What follows belongs to an exercise in optimizing a design on an open flow for small area; a production flow would make more cautious choices.
RTL that was checked went through simulation tests only; none was proved equivalent to the original.

## mini_fir
module mini_fir #(
    parameter NUM = 1
)(
    input        clk,
    input        rst_n,
    input  [3:0] i_addr,
    input  [7:0] i_data_wr,
    input        i_wr,
    input        i_rd,
    output [7:0] o_data_rd,
    input  [7:0] i_din,
    output reg [7:0] o_dout
);
Size: roughly 1600 cells after synthesis, ~40 I/O pins, ~0.016 mm^2 of cells after synthesis.
Settings: LEC_CHECK=0, ABC_AREA=1, CAP_MARGIN=20, CORE_MARGIN=2, CORE_UTILIZATION=65, CTS_BUF_LIST=sky130_fd_sc_hd__clkbuf_8, CTS_CLUSTER_SIZE=10, GPL_TIMING_DRIVEN=0, SLEW_MARGIN=20, SYNTH_HIERARCHICAL=1; clock period 5.5 ns.
run.sh (not shown) runs the stock make flow with config.mk's settings and CLKGATE_MAP_FILE= SYNTH_SCRIPT=/design/flow/synth_recipe.tcl, a recipe that flattens the netlist after the stock synthesis.
The baseline finished clean.
Then changed:
- CTS_BUF_LIST: sky130_fd_sc_hd__clkbuf_8 -> sky130_fd_sc_hd__clkbuf_4 sky130_fd_sc_hd__clkbuf_16
- CTS_CLUSTER_SIZE: 10 -> unset
Effect: Non-clock buffer count is lower by 4; first-iteration DRC count went up by a little under a tenth; critical path depth stays the same; worst setup slack is worse by 9.1 ps; count of clock-buffer cells in the layout is unchanged.
No functional check of the RTL was part of any run of this note.

## north
mini_fir, a different RTL version from the one above (not shown whole).
For scale: ~1300 cells after synthesis, ~150 flip-flops, roughly 40 I/O pins, about 0.015 mm2 of cells after synthesis.
==> flow/config.mk <==
export PLATFORM = sky130hd
export DESIGN_NAME = mini_fir
export DESIGN_NICKNAME = mini_fir
export VERILOG_FILES = /design/flow/design.v
export SDC_FILE = /design/flow/constraint.sdc
export NUM_CORES = 4
export LEC_CHECK = 0
export CAP_MARGIN = 20
export CORE_MARGIN = 2
export CORE_UTILIZATION = 65
export CTS_BUF_LIST = sky130_fd_sc_hd__clkbuf_8
export CTS_CLUSTER_DIAMETER = 30
export GPL_TIMING_DRIVEN = 0
export SLEW_MARGIN = 20
export SYNTH_HIERARCHICAL = 1
==> flow/constraint.sdc <==
create_clock -name core_clock -period 5.5 [get_ports {clk}]
set_input_delay 1.1000 -clock core_clock [delete_from_list [all_inputs] [get_ports {clk}]]
set_output_delay 1.1000 -clock core_clock [all_outputs]
set_load 0.01 [all_outputs]
standard.sh (not shown) runs the stock make flow with config.mk's settings and CLKGATE_MAP_FILE= SYNTH_SCRIPT=/design/flow/synth_recipe.tcl, a recipe that flattens the netlist after the stock synthesis.
==> flow/flow/run.sh <==
#!/bin/bash
# The standard layout, with two changes:
# - the port buffers are the smallest buffer (sky130_fd_sc_hd__buf_1) instead
#   of ORFS's default choice;
# - clock tree synthesis adds no dummy loads to balance the tree's leaves
#   (the other CTS arguments are the ones ORFS builds from config.mk).
set -euo pipefail
bash standard.sh \
  "BUFFER_PORTS_ARGS=-buffer_cell sky130_fd_sc_hd__buf_1" \
  "CTS_ARGS=-sink_clustering_enable -repair_clock_nets -sink_clustering_max_diameter 30 -buf_list sky130_fd_sc_hd__clkbuf_8 -dont_use_dummy_load" \
  finish > standard.log 2>&1
### north -> south
==> flow/flow/run.sh <==
#!/bin/bash
# The standard layout, except that the port buffers are the smallest buffer
# (sky130_fd_sc_hd__buf_1) instead of ORFS's default choice.
set -euo pipefail
bash standard.sh "BUFFER_PORTS_ARGS=-buffer_cell sky130_fd_sc_hd__buf_1" finish > standard.log 2>&1
Notes after the runs:
Via count of the routed design (higher): south. met2 global-route usage ends up lower on north. On number of vias per cell: between north and south, it ends up lower for south. Sequential share of layout area for south is lower than for north. Fmax delta (north -> south): insignificant. Comparing north with south, the total routing usage reported by global routing came out essentially unchanged. Shortest period the worst path allows in south is 0.0036 ns higher than in north.
[inputs] east vs south
- a change of CORE_UTILIZATION from 65 to 72
Results
STATUS total die area: east wins against south
Changes observed in east relative to south: met2 layer wire length in the routed design went up; global-route usage over all layers went up 7.3 points; detailed-route wire length per cell rose 9.5%.
east completed every stage of the flow, and the final layout passed the timing, DRC and antenna checks.

## separate check: timing with driven ports
Ports are ideal in the flow. The routed layouts listed here were re-timed in OpenROAD.
Step 1, drivers: a clkbuf_16 drives clk and a buf_2 each remaining input, both assumed.
Step 2 times the ports against the registers' clock, not the clock port: input delays grow and output delays shrink by t, the midpoint of the rising clock arrivals with the driver on.
Three values: ideal ports, drivers, drivers and shift; two values: the first two.
run	t (ns)	setup slack, ns	worst setup path after step 2	slew at the worst register clock pin (ns)
the first run of note 1	0.534	0.120 / 0.120 / 0.120	register to register	0.13 / 0.13
the second run of note 1	0.488	0.111 / 0.111 / 0.111	register to register	0.09 / 0.09
north	0.490	0.119 / 0.119 / 0.119	register to register	0.12 / 0.12
south	0.516	0.116 / 0.116 / 0.116	register to register	0.12 / 0.12
east	0.524	0.063 / 0.063 / 0.063	register to register	0.12 / 0.12
After both steps setup and hold are still met in every run listed.
